Context: an optimization exercise on an open-source flow, tuned for small area. The choices shown serve that exercise and are no tape-out recipe. The RTL was checked by simulation tests, not by an equivalence proof against the original design. Power and IR drop assume default switching activity.

`config.mk`:
```
export PLATFORM = sky130hd
export DESIGN_NAME = top_level
export DESIGN_NICKNAME = top_level
export VERILOG_FILES = /design/flow/design.v
export SDC_FILE = /design/flow/constraint.sdc
export NUM_CORES = 8
export LEC_CHECK = 0
export CAP_MARGIN = 20
export CORE_MARGIN = 2
export CORE_UTILIZATION = 30
export PLACE_DENSITY = 0.45
export SLEW_MARGIN = 20
```
`constraint.sdc`:
```
create_clock -name core_clock -period 20.0 [get_ports {clk}]
set_input_delay 4.0000 -clock core_clock [delete_from_list [all_inputs] [get_ports {clk}]]
set_output_delay 4.0000 -clock core_clock [all_outputs]
set_load 0.01 [all_outputs]
```
`design.v`:
```
module top_level (
    clk, rst, seed,
    action, state, next_state, step_o, phase, episode_o, q_cur, q_next
);
    input clk, rst;
    input [11:0] seed;
    output [1:0] action;
    output [3:0] state;
    output [3:0] next_state;
    output [3:0] step_o;
    output [3:0] phase;
    output [11:0] episode_o;
    output [63:0] q_cur;
    output [63:0] q_next;
    integer r, p, i;
    function [15:0] w2init;           
        input integer row, col;
        begin
            case (row)
            0: case (col)
                0: w2init = 16'b0000000110101011;
                1: w2init = 16'b0000001000100111;
                2: w2init = 16'b0000000010001111;
                3: w2init = 16'b0000000000101000;
                default: w2init = 16'b0000001010111111;
               endcase
            1: w2init = 16'b0000000101001101;
            2: w2init = 16'b0000000100101010;
            3: w2init = 16'b0000000110001001;
            4: w2init = 16'b0000000100000110;
            5: w2init = 16'b0000000100100100;
            6: w2init = 16'b0000000110000011;
            7: w2init = 16'b0000000110101000;
            default: w2init = 16'b0000000100010010;
            endcase
        end
    endfunction
    function [15:0] w3init;           
        input integer out, col;
        begin
            case (out*5+col)
            0:  w3init = 16'b0000000111001010;
            1:  w3init = 16'b0000001110100010;
            2:  w3init = 16'b0000000100101100;
            3:  w3init = 16'b0000000100100110;
            4:  w3init = 16'b0000000010000101;
            5:  w3init = 16'b0000000000010100;
            6:  w3init = 16'b0000001010110111;
            7:  w3init = 16'b0000000011011101;
            8:  w3init = 16'b0000000100100110;
            9:  w3init = 16'b0000000010110101;
            10: w3init = 16'b0000000000010110;
            11: w3init = 16'b0000001110000100;
            12: w3init = 16'b0000000101100100;
            13: w3init = 16'b0000000001011010;
            14: w3init = 16'b0000000100110110;
            15: w3init = 16'b0000000010100011;
            16: w3init = 16'b0000000001011001;
            17: w3init = 16'b0000000001010111;
            18: w3init = 16'b0000000101010101;
            default: w3init = 16'b0000000100101011;
            endcase
        end
    endfunction
    function [4:0] w3lo;
        input integer out;
        input [2:0] col;
        reg [15:0] t;
        begin
            t = w3init(out, col);
            w3lo = t[4:0];
        end
    endfunction
    function [4:0] w2lof;
        input [3:0] row;
        input [2:0] col;
        reg [15:0] t;
        begin
            t = w2init(row, col);
            w2lof = t[4:0];
        end
    endfunction
    function [11:0] actf;
        input [15:0] z;
        reg [15:0] nz, a1;
        begin
            nz = -z;
            if (z[15] == 1'b1) begin
                if (nz > 16'b000101_0000000000)
                    a1 = 16'd0;
                else if ((nz > 16'b000010_0110000000) && (nz < 16'b000101_0000000000))
                    a1 = (16'b000001_0000000000)-((nz >> 5) + 16'b000000_1101100000);
                else if ((nz > 16'b000001_0000000000) && (nz < 16'b000010_0110000000))
                    a1 = (16'b000001_0000000000)-((nz >> 3) + 16'b000000_1010000000);
                else
                    a1 = (16'b000001_0000000000)-((nz >> 2) + 16'b000000_1000000000);
            end else begin
                if (z > 16'b000101_0000000000)
                    a1 = 16'b000001_0000000000;
                else if ((z > 16'b000010_0110000000) && (z < 16'b000101_0000000000))
                    a1 = (z >> 5) + 16'b000000_1101100000;
                else if ((z > 16'b000001_0000000000) && (z < 16'b000010_0110000000))
                    a1 = (z >> 3) + 16'b000000_1010000000;
                else
                    a1 = (z >> 2) + 16'b000000_1000000000;
            end
            actf = a1[11:0];
        end
    endfunction
    function [3:0] gmove;
        input [1:0] ci, cj, a;
        input [3:0] stp;
        reg [1:0] im, jm, in_, jn;
        begin
            im = (a == 2'd1) ? (ci - 2'd1) : ((a == 2'd3) ? (ci + 2'd1) : ci);
            jm = (a == 2'd2) ? (cj - 2'd1) : ((a == 2'd0) ? (cj + 2'd1) : cj);
            in_ = (im == 2'd0) ? ci : im;
            jn = (jm == 2'd0) ? cj : jm;
            gmove = (stp == 4'd15) ? 4'b0101 : {in_, jn};
        end
    endfunction
    function [3:0] ij2st;
        input [3:0] ij;
        begin
            ij2st = ((ij[3:2] - 4'd1) * 4'd3) + ij[1:0];
        end
    endfunction
    function [11:0] lfsr_sh;
        input [11:0] x;
        begin
            lfsr_sh = {x[10:0], x[10] ^ x[7]};
        end
    endfunction
    reg [3:0] ctrl, step;
    reg [11:0] ep;
    wire [3:0] st1;
    always @(posedge clk) begin
        if (rst) begin
            ctrl <= 4'd0;
            step <= 4'd0;
            ep <= 12'd0;
        end else begin
            ctrl <= ctrl + 4'd1;
            if (ctrl == 4'd9) begin
                ctrl <= 4'd1;
                step <= step + 4'd1;
                if ((step == 4'd15) || (st1 == 4'd9)) begin
                    step <= 4'd1;
                    ep <= ep + 12'd1;
                end
            end
        end
    end
    reg [11:0] lf;
    always @(posedge clk) begin
        if (rst) lf <= seed;
        else lf <= lfsr_sh(lf);
    end
    reg [11:0] qc0, qc1, qc2, qc3, qn0, qn1, qn2, qn3;
    wire signed [11:0] sc0 = qc0, sc1 = qc1, sc2 = qc2, sc3 = qc3;
    wire signed [11:0] cm1 = (sc0 > sc1) ? sc0 : sc1;
    wire signed [11:0] cm2 = (sc2 > sc3) ? sc2 : sc3;
    wire signed [11:0] qt = (cm1 > cm2) ? cm1 : cm2;
    wire [1:0] qact = (qt == sc0) ? 2'd0 : (qt == sc1) ? 2'd1 : (qt == sc2) ? 2'd2 : 2'd3;
    wire signed [11:0] sn0 = qn0, sn1 = qn1, sn2 = qn2, sn3 = qn3;
    wire signed [11:0] nm1 = (sn0 > sn1) ? sn0 : sn1;
    wire signed [11:0] nm2 = (sn2 > sn3) ? sn2 : sn3;
    wire signed [11:0] qmx = (nm1 > nm2) ? nm1 : nm2;
    wire [1:0] act = (ep < lf) ? qact : lf[1:0];
    reg [1:0] gi, gj;
    wire [3:0] ijn = gmove(gi, gj, act, step);
    assign st1 = ij2st(ijn);
    wire [3:0] st = ij2st({gi, gj});
    always @(posedge clk) begin
        if (rst) begin
            gi <= 2'd1;
            gj <= 2'd1;
        end else if (ctrl == 4'd1) begin
            gi <= ijn[3:2];
            gj <= ijn[1:0];
        end
    end
    reg signed [4:0] dl0, dl1, dl2, dl3;
    wire [11:0] lf7 = lfsr_sh(lf);
    wire [1:0] act7 = (ep < lf7) ? qact : lf7[1:0];
    wire [3:0] st1_7 = ij2st(gmove(gi, gj, act7, step));
    wire signed [15:0] rw_a = ((st1_7 == 4'd5) || (st1_7 == 4'd7) || (st1_7 == 4'd8)) ? -16'sd5120 :
                              ((st1_7 == 4'd9) ? 16'sd10240 : 16'sd0);
    wire signed [15:0] rw_b = ((st1_7 == st) || (step == 4'd15)) ? -16'sd5120 : 16'sd0;
    wire signed [15:0] rwd = rw_a + rw_b;
    wire signed [15:0] tdu = (qmx >>> 1) + (qmx >>> 2) + (qmx >>> 3) + rwd - qt;
    wire signed [4:0] tdd = tdu[14:10];
    always @(posedge clk) begin
        if (rst) begin
            dl0 <= 5'sd0; dl1 <= 5'sd0; dl2 <= 5'sd0; dl3 <= 5'sd0;
        end else if ((ctrl == 4'd6) && (step != 4'd0)) begin
            case (act7)
                2'd0: dl0 <= tdd;
                2'd1: dl1 <= tdd;
                2'd2: dl2 <= tdd;
                default: dl3 <= tdd;
            endcase
        end
    end
    wire [11:0] lf9 = lfsr_sh(lfsr_sh(lf));
    wire [11:0] lf1 = lfsr_sh(lf9);
    wire [1:0] act9 = (ep < lf9) ? qact : lf9[1:0];
    wire wrap9 = (step == 4'd15) || (ij2st(gmove(gi, gj, act9, step)) == 4'd9);
    wire [11:0] ep1 = wrap9 ? ep + 12'd1 : ep;
    wire [3:0] step1 = wrap9 ? 4'd1 : step + 4'd1;
    wire [1:0] act1 = (ep1 < lf1) ? qact : lf1[1:0];
    wire [3:0] stnew = ij2st(gmove(gi, gj, act1, step1));
    reg [3:0] st_old, st_new;
    always @(posedge clk) begin
        if (rst) begin
            st_old <= 4'd1;
            st_new <= 4'd1;
        end else if (ctrl == 4'd7) begin
            st_old <= st;
            st_new <= stnew;
        end
    end
    reg run;
    always @(posedge clk) begin
        if (rst) run <= 1'b0;
        else if (ctrl == 4'd6) run <= 1'b1;
    end
    wire s1 = (ctrl == 4'd7) || (ctrl == 4'd8) || (ctrl == 4'd9) || (ctrl == 4'd1) || (ctrl == 4'd2);
    wire s2 = run && ((ctrl == 4'd8) || (ctrl == 4'd9) || (ctrl == 4'd1) || (ctrl == 4'd2) || (ctrl == 4'd3));
    wire s3 = run && ((ctrl == 4'd9) || (ctrl == 4'd1) || (ctrl == 4'd2) || (ctrl == 4'd3) || (ctrl == 4'd4));
    reg [2:0] ph;
    always @(posedge clk) begin
        if (rst) ph <= 3'd0;
        else ph <= (ph == 3'd4) ? 3'd0 : ph + 3'd1;
    end
    function [2:0] colat;
        input [2:0] phase_, pos;
        reg [3:0] s;
        begin
            s = phase_ + pos;
            colat = (s >= 4'd5) ? s - 4'd5 : s;
        end
    endfunction
    wire [2:0] col0 = colat(ph, 3'd0);    
    wire [2:0] col4 = colat(ph, 3'd4);    
    wire [2:0] col3 = colat(ph, 3'd3);    
    reg [9*55-1:0] w2r;         
    reg [54:0] b2r;             
    reg [4*55-1:0] w3r;         
    reg [54:0] apr;             
    reg [54:0] acr;             
    reg [10:0] b3h0, b3h1, b3h2, b3h3;
    wire signed [15:0] w3s0 = {w3r[0*55 +: 11], w3lo(0, col0)};
    wire signed [15:0] w3s1 = {w3r[1*55 +: 11], w3lo(1, col0)};
    wire signed [15:0] w3s2 = {w3r[2*55 +: 11], w3lo(2, col0)};
    wire signed [15:0] w3s3 = {w3r[3*55 +: 11], w3lo(3, col0)};
    wire signed [21:0] sdel = w3s0 * dl0 + w3s1 * dl1 + w3s2 * dl2 + w3s3 * dl3;
    wire [10:0] aprev = apr[10:0];
    wire [19:0] asq = aprev[9:0] * aprev[9:0];
    wire [9:0] dzp = aprev[9:0] - ((asq + 20'd1023) >> 10);
    wire [8:0] dadz = aprev[10] ? 9'd0 : dzp[8:0];         
    wire signed [9:0] dadz_s = {1'b0, dadz};
    wire signed [30:0] pd = sdel * dadz_s;
    wire [7:0] delta2 = pd[29:22];                         
    wire signed [11:0] aps = {1'b0, aprev};
    wire signed [16:0] ad0 = aps * dl0, ad1 = aps * dl1, ad2 = aps * dl2, ad3 = aps * dl3;
    wire [10:0] w3n0 = w3r[0*55 +: 11] + {{4{ad0[16]}}, ad0[16:10]};
    wire [10:0] w3n1 = w3r[1*55 +: 11] + {{4{ad1[16]}}, ad1[16:10]};
    wire [10:0] w3n2 = w3r[2*55 +: 11] + {{4{ad2[16]}}, ad2[16:10]};
    wire [10:0] w3n3 = w3r[3*55 +: 11] + {{4{ad3[16]}}, ad3[16:10]};
    reg [7:0] d2r;
    always @(posedge clk) begin
        if (rst) d2r <= 8'd0;
        else if (s1) d2r <= delta2;
    end
    wire [3:0] orow = st_old - 4'd1;
    wire [3:0] nrow = st_new - 4'd1;
    reg [10:0] w2o, w2nr;
    always @* begin
        w2o = 11'd0;
        w2nr = 11'd0;
        for (r = 0; r < 9; r = r + 1) begin
            w2o = w2o | ({11{orow == r}} & w2r[r*55+44 +: 11]);
            w2nr = w2nr | ({11{nrow == r}} & w2r[r*55+44 +: 11]);
        end
    end
    wire [10:0] w2u = w2o + {{3{d2r[7]}}, d2r};
    wire [10:0] w2n = (st_new == st_old) ? w2u : w2nr;
    wire [10:0] b2n = b2r[54:44] - {10'd0, d2r[7]};
    wire [4:0] w2lo = w2lof(nrow, col4);
    wire [15:0] z2 = {w2n, w2lo} + {b2n, 5'b11111};
    wire [11:0] anext_f = actf(z2);
    wire [10:0] anext = anext_f[10:0];
    wire signed [11:0] acur3 = {1'b0, acr[43:33]};
    wire signed [15:0] w3t0 = {w3r[0*55+33 +: 11], w3lo(0, col3)};
    wire signed [15:0] w3t1 = {w3r[1*55+33 +: 11], w3lo(1, col3)};
    wire signed [15:0] w3t2 = {w3r[2*55+33 +: 11], w3lo(2, col3)};
    wire signed [15:0] w3t3 = {w3r[3*55+33 +: 11], w3lo(3, col3)};
    wire signed [27:0] m0 = w3t0 * acur3, m1 = w3t1 * acur3, m2 = w3t2 * acur3, m3 = w3t3 * acur3;
    reg [25:0] acc0, acc1, acc2, acc3;
    wire clr = (ctrl == 4'd9);
    always @(posedge clk) begin
        if (rst) begin
            acc0 <= 26'd0; acc1 <= 26'd0; acc2 <= 26'd0; acc3 <= 26'd0;
        end else if (s3) begin
            acc0 <= (clr ? 26'd0 : acc0) + m0[25:0];
            acc1 <= (clr ? 26'd0 : acc1) + m1[25:0];
            acc2 <= (clr ? 26'd0 : acc2) + m2[25:0];
            acc3 <= (clr ? 26'd0 : acc3) + m3[25:0];
        end
    end
    always @(posedge clk) begin
        if (rst) begin
            for (r = 0; r < 9; r = r + 1)
                for (p = 0; p < 5; p = p + 1)
                    w2r[(r*5+p)*11 +: 11] <= w2init(r, p) >> 5;
            for (p = 0; p < 5; p = p + 1)
                b2r[p*11 +: 11] <= 11'h7FF;
            for (i = 0; i < 4; i = i + 1)
                for (p = 0; p < 5; p = p + 1)
                    w3r[(i*5+p)*11 +: 11] <= w3init(i, p) >> 5;
            apr <= 55'd0;
            acr <= {5{11'd512}};
        end else begin
            for (r = 0; r < 9; r = r + 1) begin
                w2r[r*55 +: 55] <= {w2r[r*55 +: 11], w2r[r*55+11 +: 44]};
                if (s2 && (orow == r)) w2r[r*55+33 +: 11] <= w2u;
            end
            b2r <= {b2r[10:0], b2r[54:11]};
            if (s2) b2r[43:33] <= b2n;
            for (i = 0; i < 4; i = i + 1) begin
                w3r[i*55 +: 55] <= {w3r[i*55 +: 11], w3r[i*55+11 +: 44]};
            end
            if (s1) begin
                w3r[0*55+44 +: 11] <= w3n0;
                w3r[1*55+44 +: 11] <= w3n1;
                w3r[2*55+44 +: 11] <= w3n2;
                w3r[3*55+44 +: 11] <= w3n3;
            end
            apr <= {s1 ? acr[10:0] : apr[10:0], apr[54:11]};
            acr <= {acr[10:0], acr[54:11]};
            if (s2) acr[43:33] <= anext;
        end
    end
    wire [15:0] z30 = acc0[25:10] + {b3h0, 5'b11111};
    wire [15:0] z31 = acc1[25:10] + {b3h1, 5'b11111};
    wire [15:0] z32 = acc2[25:10] + {b3h2, 5'b11111};
    wire [15:0] z33 = acc3[25:10] + {b3h3, 5'b11111};
    always @(posedge clk) begin
        if (rst) begin
            b3h0 <= 11'h7FF; b3h1 <= 11'h7FF; b3h2 <= 11'h7FF; b3h3 <= 11'h7FF;
            qn0 <= 12'd0; qn1 <= 12'd0; qn2 <= 12'd0; qn3 <= 12'd0;
            qc0 <= 12'd0; qc1 <= 12'd0; qc2 <= 12'd0; qc3 <= 12'd0;
        end else begin
            if (ctrl == 4'd7) begin
                b3h0 <= b3h0 - {10'd0, dl0[4]};
                b3h1 <= b3h1 - {10'd0, dl1[4]};
                b3h2 <= b3h2 - {10'd0, dl2[4]};
                b3h3 <= b3h3 - {10'd0, dl3[4]};
            end
            if (ctrl == 4'd5) begin
                qn0 <= actf(z30);
                qn1 <= actf(z31);
                qn2 <= actf(z32);
                qn3 <= actf(z33);
            end
            if ((ctrl == 4'd1) && (step != 4'd0)) begin
                qc0 <= qn0; qc1 <= qn1; qc2 <= qn2; qc3 <= qn3;
            end
        end
    end
    assign action = act;
    assign state = st;
    assign next_state = st1;
    assign step_o = step;
    assign phase = ctrl;
    assign episode_o = ep;
    assign q_cur = {{4{qc3[11]}}, qc3, {4{qc2[11]}}, qc2, {4{qc1[11]}}, qc1, {4{qc0[11]}}, qc0};
    assign q_next = {{4{qn3[11]}}, qn3, {4{qn2[11]}}, qn2, {4{qn1[11]}}, qn1, {4{qn0[11]}}, qn0};
endmodule
```
`run.sh`:
```
#!/bin/bash
# synth_recipe.tcl (not shown) runs the flow's synth.tcl, then flattens the netlist and writes it again
# the make line also repeats each setting of config.mk as NAME=value (left out here)
make -C /OpenROAD-flow-scripts/flow DESIGN_CONFIG=/design/flow/config.mk WORK_HOME=/design/flow/orfs CLKGATE_MAP_FILE= SYNTH_SCRIPT=/design/flow/synth_recipe.tcl finish
```
==> summary.txt <==
==> final timing paths <==
| path | endpoint | depth (start not counted) | slack, ns | start |
|---|---|---|---|---|
| setup reg to reg | d2r[7]$_SDFFE_PP0N_ | 60 | 3.34 | ph[1]$_SDFF_PP0_ |
| hold reg to reg | w2r[132]$_SDFF_PP1_ | 1 | 0.35 | w2r[143]$_SDFF_PP1_ |
| hold / removal | w2r[132]$_SDFF_PP1_ | 1 | 0.35 | w2r[143]$_SDFF_PP1_ |
| setup / recovery | d2r[7]$_SDFFE_PP0N_ | 60 | 3.34 | ph[1]$_SDFF_PP0_ |
==> through the flow <==
step           hold WS, ns  instance area, um2  setup WS (ns)  power [mW]
3_5_place_dp         0.392              120000           3.19        4.01
3_3_place_gp         0.390              120000           3.25        4.02
4_1_cts              0.344              126000           3.16        7.08
2_1_floorplan        0.389              113000           5.11        3.51
6_report             0.351              126000           3.34        6.97
5_1_grt              0.365              126000           1.88        7.36
==> layer usage <==
layer	track usage [%]	part of all wire, %	vias up
met4	3.61	2.0	2
li1	-	-	40633
met5	0	0.0038	-
met3	1.74	3.6	312
met1	26.3	50	41470
met2	28.5	44	1256
==> layout by cell type (no fill, tap or decap), types with 115 or more instances in the layout <==
cell / instances
nand3_1: 115
a21oi_1: 624
o21ai_0: 261
dfxtp_1: 1187
nand2b_1: 133
xor2_1: 168
ha_1: 969
nor2_1: 735
a21o_1: 116
clkdlybuf4s50_1: 170
xnor2_1: 418
buf_4: 207
or2_2: 181
clkbuf_16: 155
and2_1: 656
nand2_1: 1433
nor3_1: 159
fa_1: 1374
inv_1: 1709
nor2b_1: 608
==> power by group through the flow <==
stage	Combinational, mW	Sequential (mW)	Clock (mW)
CTS	1.53	2.44	3.11
floorplan	1.03	2.48	0
global route	1.72	2.44	3.20
global placement	1.53	2.50	0
detailed placement	1.51	2.50	0
finish	1.52	2.44	3.00
==> cell type report <==
| type | instances | share of cell area [%] |
|---|---|---|
| Antenna cell | 9 | 0.0179 |
| Clock buffer | 200 | 3.43 |
| Clock inverter | 75 | 0.893 |
| Inverter | 1718 | 5.13 |
| Multi-Input combinational cell | 9251 | 63.8 |
| Sequential cell | 1200 | 19.1 |
| Tap cell | 4994 | 4.97 |
| Timing Repair Buffer | 380 | 2.64 |
==> cell families (layout without fill, tap and decap cells) <==
family / count (synthesis) / after routing / share of synthesized area (%)
compound gates: 1814 / 1814 / 10.5
xor+xnor: 593 / 593 / 4.65
fa+ha+maj: 2343 / 2343 / 35.1
buf+inv: 2355 / 2373 / 7.97
flops: 1200 / 1200 / 21.3
mux: 127 / 127 / 1.18
other cells: 0 / 9 / 0
simple gates: 4374 / 4374 / 19.4
==> registers in the layout, summed over array words and instances, names as in the netlist, 8 cells and up <==
register and cells:
w2r 495, w3r 220, acr 55, apr 55, b2r 55, acc0 26, acc1 26, acc2 26
acc3 26, ep 12, lf 12, qc0 12, qc1 12, qc2 12, qc3 12, qn0 12
qn1 12, qn2 12, qn3 12, b3h0 11, b3h1 11, b3h2 11, b3h3 11, d2r 8
==> flow_metrics.py <==
metrics = {
    "floorplanning": {
        "io_pins": 172,
        "core-area_mm2": 0.375,
        "dieArea_mm2": 0.382,
        "rows": 225,
        "die_height_um": 618,
        "start_util_pct": 30.1,
        "die_w_um": 618,
    },
    "sta": {
        "grt_setup_unrepaired": "no",
        "tightest_slew_ns": 1.10,
        "skew_ns": 0.0932,
        "period_needed_ns": 16.66,
        "setup_violations": 0,
        "finalHoldViolCount": 0,
        "tns_ns": 0,
        "slew_headroom_pct": 25.8,
        "slew_violations": 0,
        "fin_crit_sh_pct": 83.3,
        "fmax_mhz": 60.0,
    },
    "power": {
        "pwr-share-clk_pct": 43.1,
        "power_leakage_nw": 55.5,
        "ir_drop_mv": 0.108,
        "switching_share_pct": 31.3,
        "p_comb_share_pct": 21.8,
        "powerDensity_mw_per_mm2": 55.4,
        "p_int_mw": 4.79,
        "pwr-share-seq_pct": 35.1,
        "netSwitchingPower_mw": 2.18,
    },
    "placed_design": {
        "dp_hpwl_um": 261000,
        "gp_congestion": 0.863,
        "dp.cells": 17543,
        "port_buffers": 171,
    },
    "setup_path": {
        "cpMaxStageDelayCell": "xor2_1",
        "crit_type": "reg -> reg",
        "critical_path_required_ns": 20.79,
        "cp_num_buf_inv": 9,
        "arrival_ns": 17.45,
        "crit_family": "adder cells",
        "critPathCaptureType": "register",
        "critPathMaxFanout": 14,
        "critical_path.max_stage_delay_ns": 0.59,
        "path_common_cell": "fa_1",
        "startpoint_type": "register",
    },
    "logic_synthesis": {
        "synth_cell_types": 113,
        "synth_top_area_share_pct": 24.3,
        "synth_flop_cell": "dfxtp_1",
        "syn_area_mm2": 0.113,
        "synth.avg_cell_area_um2": 8.83,
        "synth_top_area_cell": "fa_1",
        "seq_area_frac_synth_pct": 21.3,
        "synth_edf_count": 0,
        "synthArstFlopShare_pct": 0,
        "synth.area.top_cells": "fa_1 (24%), dfxtp_1 (21%), ha_1 (11%), inv_1 (5.7%), nand2_1 (4.8%)",
        "yosysWarnings": 1,
        "synth_fp_nets": 15163,
        "synthCells": 12806,
        "synth.most_common_cell": "inv_1",
        "netlist_top_cells_count": "inv_1 (1,709), nand2_1 (1,436), fa_1 (1,374), dfxtp_1 (1,200), ha_1 (969)",
        "yosys_register_bits": 1200,
    },
    "routing": {
        "via_per_inst": 4.69,
        "via_count": 83673,
        "wl_per_cell_um": 19.1,
        "drc_errors": 0,
        "drt_iter0_markers": 4976,
        "finalWirelength_um": 341000,
        "drt_first_pass_iters": 6,
        "ant_nets": 0,
    },
    "clock_tree": {
        "postCtsResizedCells": 0,
        "root_buffer": "clkbuf_16",
        "hold_buffers": 0,
        "cts_setup_buffers": 0,
        "htreeDepth": 4,
        "cts_buffer_depth": 4,
        "clk_pin_slew_ns": 0.07,
        "cts.sinks": 1200,
        "cts_buffers": 153,
        "cts_tree": "built",
        "worstSkewPairLatency_ns": 0.87,
    },
    "global_routing": {
        "grt-ovfl-total": 0,
        "grt_usage_pct": 17.9,
        "antenna_found_initial": 18,
        "grt_pass1_wl_um": 534000,
        "grt_pass1_vias": 85246,
        "grt_max_degree": 205,
    },
    "final_layout": {
        "syn_to_final_growth_pct": 11.2,
        "multiInputGateArea_mm2": 0.0802,
        "fin_util_pct": 33.5,
        "seq_area_mm2": 0.0241,
        "num-fill-cells": 39232,
        "nNetsFinal": 15061,
        "fin_cells": 17827,
        "drive_gt1_share_pct": 6.22,
    },
    "status": {
        "status": "finished clean",
    },
    "run": {
        "maxCapViolCount": 0,
    },
    "worst_hold_path": {
        "hp-class": "reg -> reg",
    },
}

## static timing again, ports no longer ideal
The results above use ideal ports. As a check the final layout listed here was re-extracted and re-timed, cells and wires unchanged.
Step 1 sets driving cells, clkbuf_16 on the clock port and buf_2 on the other inputs (assumed; they add their load-dependent delay and slew).
Step 2, shift: input delay + t, output delay - t, t = (earliest + latest rising clock arrival at the registers) / 2. This alone moves slack from input paths to output paths.
a / b / c = no drivers / after step 1 / after step 2; a / b = the first two.
t (ns): 0.915
setup slack, ns: 3.340 / 3.340 / 3.340
worst setup path after step 2: register to register
worst slew at a driven data input, ns: 0.10
After both steps this run still meets setup and hold. The setup slack of this run moves by 0.000 ns with the drivers and by 0.000 ns with both steps.
